What follows belongs to an exercise in optimizing a design on an open flow for small area and a short achievable clock period; a production flow would make more cautious choices. At most, simulation tests tie the RTL to the original design; equivalence was not proved. Power and IR drop assume default switching activity.

== run 1 ==
==> flow/design.v <==
module bowling(clock, reset, calculate_score, pin_count, roll, score);
input clock;
input reset;
input calculate_score;
input [3:0] pin_count;
input roll;
output [8:0] score;
reg [8:0] score;
reg [3:0] e [0:10];
reg [3:0] o [0:10];
reg [4:0] diff;           
reg ph;                   
reg [4:0] s01;            
reg st;                   
wire [3:0] a = ph ? o[0] : e[0];
wire [3:0] b = ph ? e[0] : o[0];
wire [3:0] c = ph ? o[1] : e[1];
wire [3:0] d = ph ? e[1] : o[1];
wire bon = st || (s01 == 5'd10);
wire [8:0] score_next = score + s01 + (bon ? c : 4'd0);
wire calc = calculate_score && !roll;
wire shift_e = calc && !(ph && st);
wire shift_o = calc && !(!ph && st);
wire wr_o = roll && (ph ^ diff[0]);
wire wr_e = roll && !(ph ^ diff[0]);
wire head = (diff[4:1] == 4'd0);
wire [4:0] s01_r = pin_count + (diff[0] ? a : b);
wire st_r = diff[0] ? st : (pin_count == 4'd10);
wire [3:0] a_c = st ? b : c;
wire [4:0] s01_c = c + (st ? b : d);
wire st_c = (a_c == 4'd10);
wire [4:0] diff_r = diff + 5'd1;
wire [4:0] diff_c = st ? diff - 5'd1 : diff - 5'd2;
integer i;
reg we, wo;
always @(posedge clock) begin
   for (i = 0; i < 11; i = i + 1) begin
      we = wr_e && (diff[4:1] == i);
      wo = wr_o && (diff[4:1] == i);
      e[i] <= ({4{we}} & pin_count)
            | ({4{shift_e}} & ((i < 10) ? e[i+1] : 4'd0))
            | ({4{!we && !shift_e}} & e[i]);
      o[i] <= ({4{wo}} & pin_count)
            | ({4{shift_o}} & ((i < 10) ? o[i+1] : 4'd0))
            | ({4{!wo && !shift_o}} & o[i]);
   end
end
wire up_r = roll && head;
wire up_c = calc;
always @(posedge clock) begin
   s01 <= ({5{up_r}} & s01_r) | ({5{up_c}} & s01_c) | ({5{!up_r && !up_c}} & s01);
   st <= (up_r & st_r) | (up_c & st_c) | (!up_r && !up_c && st);
end
always @(posedge clock) begin
   if (reset) begin
      score <= 0;
      diff <= 0;
      ph <= 0;
   end
   else if (roll)
      diff <= diff_r;
   else if (calculate_score) begin
      score <= score_next;
      diff <= diff_c;
      ph <= ph ^ st;
   end
end
endmodule
export LEC_CHECK = 0
export CAP_MARGIN = 20
export CORE_MARGIN = 2
export CORE_UTILIZATION = 40
export SETUP_SLACK_MARGIN = 2.6
export SLEW_MARGIN = 20
create_clock -name core_clock -period 5.0 [get_ports {clock}]
standard.sh (not shown) runs the stock make flow with config.mk's settings and CLKGATE_MAP_FILE= SYNTH_SCRIPT=/design/flow/synth_recipe.tcl, a recipe that flattens the netlist after the stock synthesis.
==> flow/flow/run.sh <==
#!/bin/bash
# The standard layout (standard.sh) with two changes: each port is buffered
# by buf_2 rather than the cell buffer_ports picks by default, and clock tree
# synthesis inserts no dummy loads. ORFS keeps each step's log under
# orfs/logs; make's own output goes to make.log.
set -euo pipefail
export BUFFER_PORTS_ARGS="-buffer_cell sky130_fd_sc_hd__buf_2"
export CTS_ARGS="-sink_clustering_enable -repair_clock_nets -buf_list {sky130_fd_sc_hd__clkbuf_4 sky130_fd_sc_hd__clkbuf_8} -dont_use_dummy_load"
bash standard.sh > make.log 2>&1
Modified inputs, run 2 compared to run 1
- SETUP_SLACK_MARGIN now 2.4, was 2.6
Notes after the runs:
Summary — sequential share of cell area, run 2 relative to run 1: higher, by 0.91 points.
Compared with run 1, run 2 shows a routed wire length that is 5.0% lower.
Diff run 1..run 2 | flip-flop and latch count | unchanged
Of run 2 and run 1, run 2 shows the lower layout buffering overhead excluding clock cells, with run 1 above it.
Internal power component ends up higher on run 1.
Delta(share of power burned in the clock network, run 2 - run 1) > 0
Diff run 1 -> run 2: depth of the CTS H-tree neither gained nor lost much, post-route fraction of the period consumed by the critical path decreased 1.4 points, critical path depth shows a reduction of 2.
## Diff of input files: run 3 against run 2
- swapping 2.4 for 2.2 in SETUP_SLACK_MARGIN
Results
Run 3 completed end to end with timing, DRC and antenna clean. Sequential cell area share: run 3 > run 2. Higher fraction of area in multi-input gates was reported by run 2, not run 3. Run 3 vs. run 2: total power lower, layout buffer count excluding clock buffers moved down, data arrival time of the critical path increased 0.16 ns. Comparing run 3 and run 2, the lower top fanout value on the critical path is on run 2. As far as number of nets in the synthesized netlist goes, run 3 and run 2 are indistinguishable; the numbers are identical.


RTL: the design.v shown in full above, as it stands there.
export LEC_CHECK = 0
export CAP_MARGIN = 20
export CORE_MARGIN = 2
export CORE_UTILIZATION = 60
export SETUP_SLACK_MARGIN = 2.4
export SLEW_MARGIN = 20
create_clock -name core_clock -period 5.0 [get_ports {clock}]
Scripts as last shown in full above: flow/flow/run.sh
The starting point ran to the end with no violations.
Rerun with:
Settings changed: CORE_UTILIZATION 60 to 40, TNS_END_PERCENT set to 0.
After rerunning: The new run went through all stages and came out clean. Total power falls slightly. Hold slack gains 0.0059 ns. Wire length rises slightly. Non-clock buffer count came out lower by 9. Combinational power goes down by a few percent. Core utilization fell by 22 points. Synthesized area stays the same.
Rerun with:
Settings changed: PLACE_DENSITY set to 0.8, TNS_END_PERCENT 0 to not set.
What happened: The new run ran to the end with no violations; via count rose by 3.1%; worst setup slack gets better by 0.012 ns; power rose by 0.69%; fmax rose by 0.44%.


Another version of the RTL of bowling (not shown whole).
Size in the first run: about 540 cells after synthesis, ~110 flip-flops, about 5400 µm² of cells after synthesis.
clock: 5.0 ns
lec_check: 0
cap_margin: 20
core_margin: 2
core_utilization: 40
gpl_timing_driven: 0
setup_slack_margin: 2.4
slew_margin: 20
Scripts as last shown in full above: flow/flow/run.sh
Change:
--- a/flow/config.mk
+++ b/flow/config.mk
@@ -9,5 +9,4 @@
 export CORE_MARGIN = 2
 export CORE_UTILIZATION = 40
-export GPL_TIMING_DRIVEN = 0
-export SETUP_SLACK_MARGIN = 2.4
+export SETUP_SLACK_MARGIN = 2.3
 export SLEW_MARGIN = 20
Routed wire length goes down by 2.1%.
Cell area went down by 3.2%.
Area after synthesis stays the same.
Register-to-register slack improves by 20 ps.
Power fell by 0.78%.
Non-clock buffer count came out lower by 29.
Sequential power is about the same.
Change:
--- a/flow/config.mk
+++ b/flow/config.mk
@@ -9,4 +9,4 @@
 export CORE_MARGIN = 2
 export CORE_UTILIZATION = 40
-export SETUP_SLACK_MARGIN = 2.3
+export SETUP_SLACK_MARGIN = 2.45
 export SLEW_MARGIN = 20
What happened:
- The changed run produced a clean layout
- power came out lower slightly
- final cell count does not change
- wire length shrinks by a few percent
- first-iteration DRC count went down by a few percent
- final area rises slightly
- area after synthesis is unchanged
- clock-buffer cell count does not change


bowling, a different RTL version from the one above (not shown whole).
For scale: about 580 cells after synthesis, about 110 flip-flops, about 17 I/O pins, about 5400 sq um of cells after synthesis.
Settings: LEC_CHECK=0, CAP_MARGIN=20, CORE_MARGIN=2, CORE_UTILIZATION=40, CTS_BUF_LIST=sky130_fd_sc_hd__clkbuf_4 sky130_fd_sc_hd__clkbuf_8, SETUP_SLACK_MARGIN=2.3, SLEW_MARGIN=20; clock period 5.0 ns.
run.sh (not shown) runs the stock make flow with config.mk's settings and CLKGATE_MAP_FILE= SYNTH_SCRIPT=/design/flow/synth_recipe.tcl, a recipe that flattens the netlist after the stock synthesis.
Stock flow here: none of the scripts above is used.
The baseline completed with no timing, DRC or antenna violations.
Edit:
Settings changed: CTS_BUF_LIST sky130_fd_sc_hd__clkbuf_4 sky130_fd_sc_hd__clkbuf_8 to default, SETUP_SLACK_MARGIN 2.3 to 2.5.
The new run went through all stages and came out clean.
Combinational power went up by 5.8%.
Total power went up by 7.2%.
Fmax went up by 1.6%.
Register-to-register slack improved by 40 ps.
Edit:
Settings changed: CTS_BUF_LIST from default to sky130_fd_sc_hd__clkbuf_8, CTS_CLUSTER_DIAMETER from default to 80, CTS_CLUSTER_SIZE from default to 30.
What happened: Die area stays the same. Total power falls by 6.1%. Fmax barely changes. Sequential cell count is unchanged. First-iteration DRC count hardly moves. Register-to-register slack hardly moves. Area after synthesis stays the same. Worst hold slack gains 6.7 ps. Via count stays flat.
Edit:
==> flow/flow/run.sh (new file) <==
#!/bin/bash
# The standard layout (standard.sh) with two changes: each port is buffered
# by buf_2 rather than the cell buffer_ports picks by default, and clock tree
# synthesis inserts no dummy loads. ORFS keeps each step's log under
# orfs/logs; make's own output goes to make.log.
set -euo pipefail
export BUFFER_PORTS_ARGS="-buffer_cell sky130_fd_sc_hd__buf_2"
export CTS_ARGS="-sink_clustering_enable -repair_clock_nets -buf_list {sky130_fd_sc_hd__clkbuf_4 sky130_fd_sc_hd__clkbuf_8} -dont_use_dummy_load"
bash standard.sh > make.log 2>&1
==> flow/standard.sh (new file) <==
#!/bin/bash
# synth_recipe.tcl (not shown) runs the flow's synth.tcl, then flattens the netlist and writes it again
# the make line also repeats each setting of config.mk as NAME=value (left out here)
make -C /OpenROAD-flow-scripts/flow DESIGN_CONFIG=/design/flow/config.mk WORK_HOME=/design/flow/orfs CLKGATE_MAP_FILE= SYNTH_SCRIPT=/design/flow/synth_recipe.tcl "${@:-finish}"
Settings changed: CTS_BUF_LIST sky130_fd_sc_hd__clkbuf_8 to default, CTS_CLUSTER_DIAMETER 80 to default, CTS_CLUSTER_SIZE 30 to default, SETUP_SLACK_MARGIN 2.5 to 2.6.
removed: flow/run.sh
Power fell by a few percent. Wire length fell slightly. Count of clock-buffer cells in the layout fell by 2. Via count is about the same. Utilization fell by 2.0 points. Combinational power fell by a few percent.


bowling, a different RTL version from the one above (not shown whole).
Size: roughly 550 cells after synthesis, roughly 110 flip-flops, roughly 17 I/O pins, about 5400 um2 of cells after synthesis.
Settings: LEC_CHECK=0, CAP_MARGIN=20, CORE_MARGIN=2, CORE_UTILIZATION=40, SETUP_SLACK_MARGIN=2.4, SLEW_MARGIN=20; clock period 5.0 ns.
standard.sh (not shown) runs the stock make flow with config.mk's settings and CLKGATE_MAP_FILE= SYNTH_SCRIPT=/design/flow/synth_recipe.tcl, a recipe that flattens the netlist after the stock synthesis.
==> flow/flow/run.sh <==
#!/bin/bash
# The standard layout (standard.sh) with two changes: each port is buffered
# by buf_2 rather than the cell buffer_ports picks by default, and clock tree
# synthesis inserts no dummy loads and clusters up to 24 sinks per buffer. ORFS keeps each step's log under
# orfs/logs; make's own output goes to make.log.
set -euo pipefail
export BUFFER_PORTS_ARGS="-buffer_cell sky130_fd_sc_hd__buf_2"
export CTS_ARGS="-sink_clustering_enable -repair_clock_nets -buf_list {sky130_fd_sc_hd__clkbuf_4 sky130_fd_sc_hd__clkbuf_8} -dont_use_dummy_load -sink_clustering_size 24 -sink_clustering_max_diameter 100"
bash standard.sh > make.log 2>&1
Rerun with:
==> flow/flow/run.sh (replaced) <==
#!/bin/bash
# The standard layout (standard.sh) with two changes: each port is buffered
# by buf_2 rather than the cell buffer_ports picks by default, and clock tree
# synthesis inserts no dummy loads. ORFS keeps each step's log under
# orfs/logs; make's own output goes to make.log.
set -euo pipefail
export BUFFER_PORTS_ARGS="-buffer_cell sky130_fd_sc_hd__buf_2"
export CTS_ARGS="-sink_clustering_enable -repair_clock_nets -buf_list {sky130_fd_sc_hd__clkbuf_4 sky130_fd_sc_hd__clkbuf_8} -dont_use_dummy_load"
bash standard.sh > make.log 2>&1
After rerunning: The changed run finished with timing, DRC and antenna clean. Die area is unchanged. Clock skew stays the same. Synthesized area does not change. Routed wire length stays the same. Sequential power barely changes. Final area stays the same. Non-clock buffer count stays the same. Power is unchanged.
Rerun with:
--- a/flow/config.mk
+++ b/flow/config.mk
@@ -10,3 +10,3 @@
 export CORE_UTILIZATION = 40
-export SETUP_SLACK_MARGIN = 2.4
+export SETUP_SLACK_MARGIN = 2.2
 export SLEW_MARGIN = 20
Final area went down by 1.4%.
Worst setup slack got worse by 0.069 ns.
Critical path depth came out lower by 1.
Wire length drops by 3.0%.


== run B ==
bowling, a different RTL version from the one above (not shown whole).
Size: ~110 flip-flops.
// bowling
module bowling(clock, reset, calculate_score, pin_count, roll, score);
Settings: LEC_CHECK=0, CAP_MARGIN=20, CORE_MARGIN=2, CORE_UTILIZATION=40, CTS_BUF_LIST=sky130_fd_sc_hd__clkbuf_4 sky130_fd_sc_hd__clkbuf_8, SETUP_SLACK_MARGIN=2.9, SLEW_MARGIN=20; clock period 5.0 ns.
run.sh (not shown) runs the stock make flow with config.mk's settings and CLKGATE_MAP_FILE= SYNTH_SCRIPT=/design/flow/synth_recipe.tcl, a recipe that flattens the netlist after the stock synthesis.
Stock flow here: none of the scripts above is used.
Run B: PASS, flow complete, no timing, DRC or antenna violations
Changes in run C relative to run B:
# run B
export LEC_CHECK = 0
export CAP_MARGIN = 20
export CORE_MARGIN = 2
export CORE_UTILIZATION = 40
export CTS_BUF_LIST = sky130_fd_sc_hd__clkbuf_4 sky130_fd_sc_hd__clkbuf_8
export SETUP_SLACK_MARGIN = 2.9
export SLEW_MARGIN = 20
create_clock -name core_clock -period 5.0 [get_ports {clock}]
# run C
export LEC_CHECK = 0
export CAP_MARGIN = 20
export CORE_MARGIN = 2
export CORE_UTILIZATION = 40
export CTS_BUF_LIST = sky130_fd_sc_hd__clkbuf_4 sky130_fd_sc_hd__clkbuf_8
export SETUP_SLACK_MARGIN = 2.4
export SLEW_MARGIN = 20
create_clock -name core_clock -period 5.0 [get_ports {clock}]
==> flow/flow/run.sh (new file) <==
#!/bin/bash
# The standard layout, with each port buffered by buf_2 instead of the
# cell buffer_ports picks by default. ORFS keeps each step's log under
# orfs/logs; make's own output goes to make.log.
set -euo pipefail
export BUFFER_PORTS_ARGS="-buffer_cell sky130_fd_sc_hd__buf_2"
bash standard.sh > make.log 2>&1
==> flow/standard.sh (new file) <==
#!/bin/bash
# synth_recipe.tcl (not shown) runs the flow's synth.tcl, then flattens the netlist and writes it again
# the make line also repeats each setting of config.mk as NAME=value (left out here)
make -C /OpenROAD-flow-scripts/flow DESIGN_CONFIG=/design/flow/config.mk WORK_HOME=/design/flow/orfs CLKGATE_MAP_FILE= SYNTH_SCRIPT=/design/flow/synth_recipe.tcl "${@:-finish}"
removed: flow/run.sh
Compared to run B, the router laid down less metal wire for run C. Cmp run C vs run B: met2 usage lower in run C. In run C the relative contribution of combinational cells to total power turned out 3.2 points lower than in run B. In the reports for run B and run C, the smaller slew of the pin with the lowest slew margin belongs to run C. Side by side, met2 routed wirelength turned out lower in run C than in run B. Side by side, share of the clock period used by the worst path turned out higher in run C than in run B. Diff run B -> run C | combinational power | decrease of about 10%. Between run C and run B, it is run C whose final instance count without filler cells is lower, by 21. For sequential power, run C and run B come out practically identical. Going from run B to run C, area growth from synthesis to final layout shrinks by 8.8 points. Diff run B and run C: cell-internal power higher in run B.
Function was not checked in any run of this note: the RTL went through the layout flow alone.


== exp/harbor ==
bowling, a different RTL version from the one above (not shown whole).
Size: about 610 cells after synthesis, ~17 I/O pins, ~6600 µm² of cells after synthesis.
Settings: LEC_CHECK=0, CAP_MARGIN=20, CORE_MARGIN=2, CORE_UTILIZATION=40, SETUP_SLACK_MARGIN=2.7, SLEW_MARGIN=20; clock period 5.0 ns.
Stock flow here: none of the scripts above is used.
No stage failed in exp/harbor, and the final checks on the layout all came back clean.
Changes in exp/amber relative to exp/harbor:
-- flow/config.mk --
<<< exp/harbor, line 10
export CORE_UTILIZATION = 40
export SETUP_SLACK_MARGIN = 2.7
export SLEW_MARGIN = 20
>>> exp/amber, line 10
export CORE_UTILIZATION = 40
export SLEW_MARGIN = 20
==> comparison <==
exp/harbor ended with every stage complete and zero timing, DRC or antenna violations. exp/amber finished all stages; the layout is clean. Total power of the final layout | exp/amber below exp/harbor. As far as synthesized cell count goes, exp/amber and exp/harbor are indistinguishable; the numbers are identical. exp/harbor vs exp/amber, type of the worst setup path: reg -> reg vs in -> reg. For the switching share of power, exp/amber came in 1.3 points lower than exp/harbor did.


## tundra
bowling with an RTL version that a note above also has.
Size: about 17 I/O pins, about 5400 sq um of cells after synthesis.
Settings: LEC_CHECK=0, CAP_MARGIN=20, CORE_MARGIN=2, CORE_UTILIZATION=60, CTS_BUF_LIST=sky130_fd_sc_hd__clkbuf_4 sky130_fd_sc_hd__clkbuf_8, SETUP_SLACK_MARGIN=2.5, SLEW_MARGIN=20; clock period 5.0 ns.
diff inputs: tundra => zinc
Settings: CORE_UTILIZATION changed from 60 to 40; SETUP_SLACK_MARGIN changed from 2.5 to 2.4.
==> flow/flow/run.sh (new file) <==
#!/bin/bash
# The standard layout, with each port buffered by buf_2 instead of the
# cell buffer_ports picks by default. ORFS keeps each step's log under
# orfs/logs; make's own output goes to make.log.
set -euo pipefail
export BUFFER_PORTS_ARGS="-buffer_cell sky130_fd_sc_hd__buf_2"
bash standard.sh > make.log 2>&1
==> flow/standard.sh (new file) <==
#!/bin/bash
# synth_recipe.tcl (not shown) runs the flow's synth.tcl, then flattens the netlist and writes it again
# the make line also repeats each setting of config.mk as NAME=value (left out here)
make -C /OpenROAD-flow-scripts/flow DESIGN_CONFIG=/design/flow/config.mk WORK_HOME=/design/flow/orfs CLKGATE_MAP_FILE= SYNTH_SCRIPT=/design/flow/synth_recipe.tcl "${@:-finish}"
removed: flow/run.sh
Die area grows by more than a quarter when moving from tundra to zinc. The inserted tap cell count number comes out lower for tundra vs zinc. The data arrival at the endpoint of the critical path reported for zinc is smaller than that of tundra by 0.02 ns. On net count of the finished layout, the lower figure sits with zinc, not tundra. Compared with tundra, zinc shows first-pass GRT wire length that has gone down by a few percent. When zinc is measured against tundra, its power turns out about 1.5% lower. Relative to tundra, post-placement setup slack increased by 0.40 ns in zinc. | count of inverters not on the clock network in the layout | zinc vs tundra | ≈ equal |.
diff inputs: zinc => juniper
Settings: clearing CTS_BUF_LIST, which used to be sky130_fd_sc_hd__clkbuf_4 sky130_fd_sc_hd__clkbuf_8.
==> flow/flow/run.sh <==
#!/bin/bash
# The standard layout (standard.sh) with two changes: each port is buffered
# by buf_2 rather than the cell buffer_ports picks by default, and clock tree
# synthesis inserts no dummy loads. ORFS keeps each step's log under
# orfs/logs; make's own output goes to make.log.
set -euo pipefail
export BUFFER_PORTS_ARGS="-buffer_cell sky130_fd_sc_hd__buf_2"
export CTS_ARGS="-sink_clustering_enable -repair_clock_nets -buf_list {sky130_fd_sc_hd__clkbuf_4 sky130_fd_sc_hd__clkbuf_8} -dont_use_dummy_load"
bash standard.sh > make.log 2>&1
Results
Sequential cell area in the final layout: zinc vs juniper — no meaningful difference. Going from zinc to juniper, post-layout instance area shrank slightly. The run showing the smaller utilization is juniper. Relative to zinc, juniper degrades setup slack. Compared with zinc, juniper degrades largest clock skew in the final design.
diff inputs: juniper => maple
Settings: SETUP_SLACK_MARGIN changed from 2.4 to 2.5; CTS_BUF_LIST newly set to sky130_fd_sc_hd__clkbuf_4 sky130_fd_sc_hd__clkbuf_8.
==> flow/run.sh (new file) <==
#!/bin/bash
# synth_recipe.tcl (not shown) runs the flow's synth.tcl, then flattens the netlist and writes it again
# the make line also repeats each setting of config.mk as NAME=value (left out here)
make -C /OpenROAD-flow-scripts/flow DESIGN_CONFIG=/design/flow/config.mk WORK_HOME=/design/flow/orfs CLKGATE_MAP_FILE= SYNTH_SCRIPT=/design/flow/synth_recipe.tcl finish
removed: flow/flow/run.sh
removed: flow/standard.sh
Notes after the runs:
- In maple relative to juniper, total of plain and repair buffers excluding clock buffers had gone up by more than half.
- Per the comparison of maple with juniper, critical path data required time +0.06 ns; sum of routed wire length over all layers +3.4%; fraction of the cycle the final worst path needs picked up an extra 0.86 points.
- maple -> juniper: power density over the cells flat

static timing again, ports no longer ideal:
The results above use ideal ports. As a check the final layouts listed here were re-extracted and re-timed, cells and wires unchanged.
Step 1, drivers: a clkbuf_16 drives clock and a buf_2 each remaining input, both assumed.
Step 2 also shifts input and output timing later by t, the mid clock arrival at the registers, as if the neighbouring blocks saw the same clock.
a / b / c = no drivers / after step 1 / after step 2; a / b = the first two.
| run | shift t [ns] | setup WS [ns] | worst register clock-pin slew, ns |
|---|---|---|---|
| run 1 | 0.416 | 2.344 / 2.344 / 2.262 | 0.11 / 0.11 |
| run 2 | 0.411 | 2.414 / 2.414 / 2.135 | 0.11 / 0.11 |
| run 3 | 0.403 | 2.317 / 2.325 / 1.928 | 0.10 / 0.10 |
| the first run of note 2 | 0.395 | 2.352 / 2.366 / 1.970 | 0.11 / 0.11 |
| the second run of note 2 | 0.400 | 2.379 / 2.389 / 1.989 | 0.10 / 0.10 |
| the third run of note 2 | 0.392 | 2.391 / 2.391 / 2.176 | 0.10 / 0.10 |
| the first run of note 3 | 0.408 | 2.288 / 2.288 / 2.146 | 0.10 / 0.10 |
| the second run of note 3 | 0.413 | 2.311 / 2.311 / 2.070 | 0.10 / 0.10 |
| the third run of note 3 | 0.407 | 2.407 / 2.407 / 2.126 | 0.10 / 0.10 |
| the first run of note 4 | 0.427 | 2.225 / 2.225 / 1.980 | 0.12 / 0.12 |
| the second run of note 4 | 0.390 | 2.268 / 2.268 / 2.078 | 0.07 / 0.07 |
| the third run of note 4 | 0.419 | 2.269 / 2.269 / 2.065 | 0.10 / 0.10 |
| the fourth run of note 4 | 0.408 | 2.301 / 2.301 / 2.111 | 0.10 / 0.10 |
| the first run of note 5 | 0.407 | 2.415 / 2.415 / 2.163 | 0.10 / 0.10 |
| the second run of note 5 | 0.407 | 2.415 / 2.415 / 2.163 | 0.10 / 0.10 |
| the third run of note 5 | 0.411 | 2.346 / 2.346 / 2.162 | 0.10 / 0.10 |
| run B | 0.475 | 2.458 / 2.458 / 2.196 | 0.07 / 0.07 |
| run C | 0.485 | 2.342 / 2.342 / 1.893 | 0.07 / 0.07 |
| exp/harbor | 0.460 | 2.474 / 2.474 / 2.080 | 0.06 / 0.06 |
| exp/amber | 0.460 | 1.963 / 1.979 / 1.519 | 0.06 / 0.06 |
| tundra | 0.421 | 2.290 / 2.290 / 2.112 | 0.11 / 0.11 |
| zinc | 0.419 | 2.323 / 2.323 / 2.078 | 0.11 / 0.11 |
| juniper | 0.411 | 2.313 / 2.313 / 2.078 | 0.11 / 0.11 |
| maple | 0.420 | 2.270 / 2.270 / 2.066 | 0.10 / 0.10 |
After both steps setup and hold are still met in every run listed. For run C, which loses most, drivers alone change the setup slack by 0.000 ns; drivers and shift together by -0.449 ns.
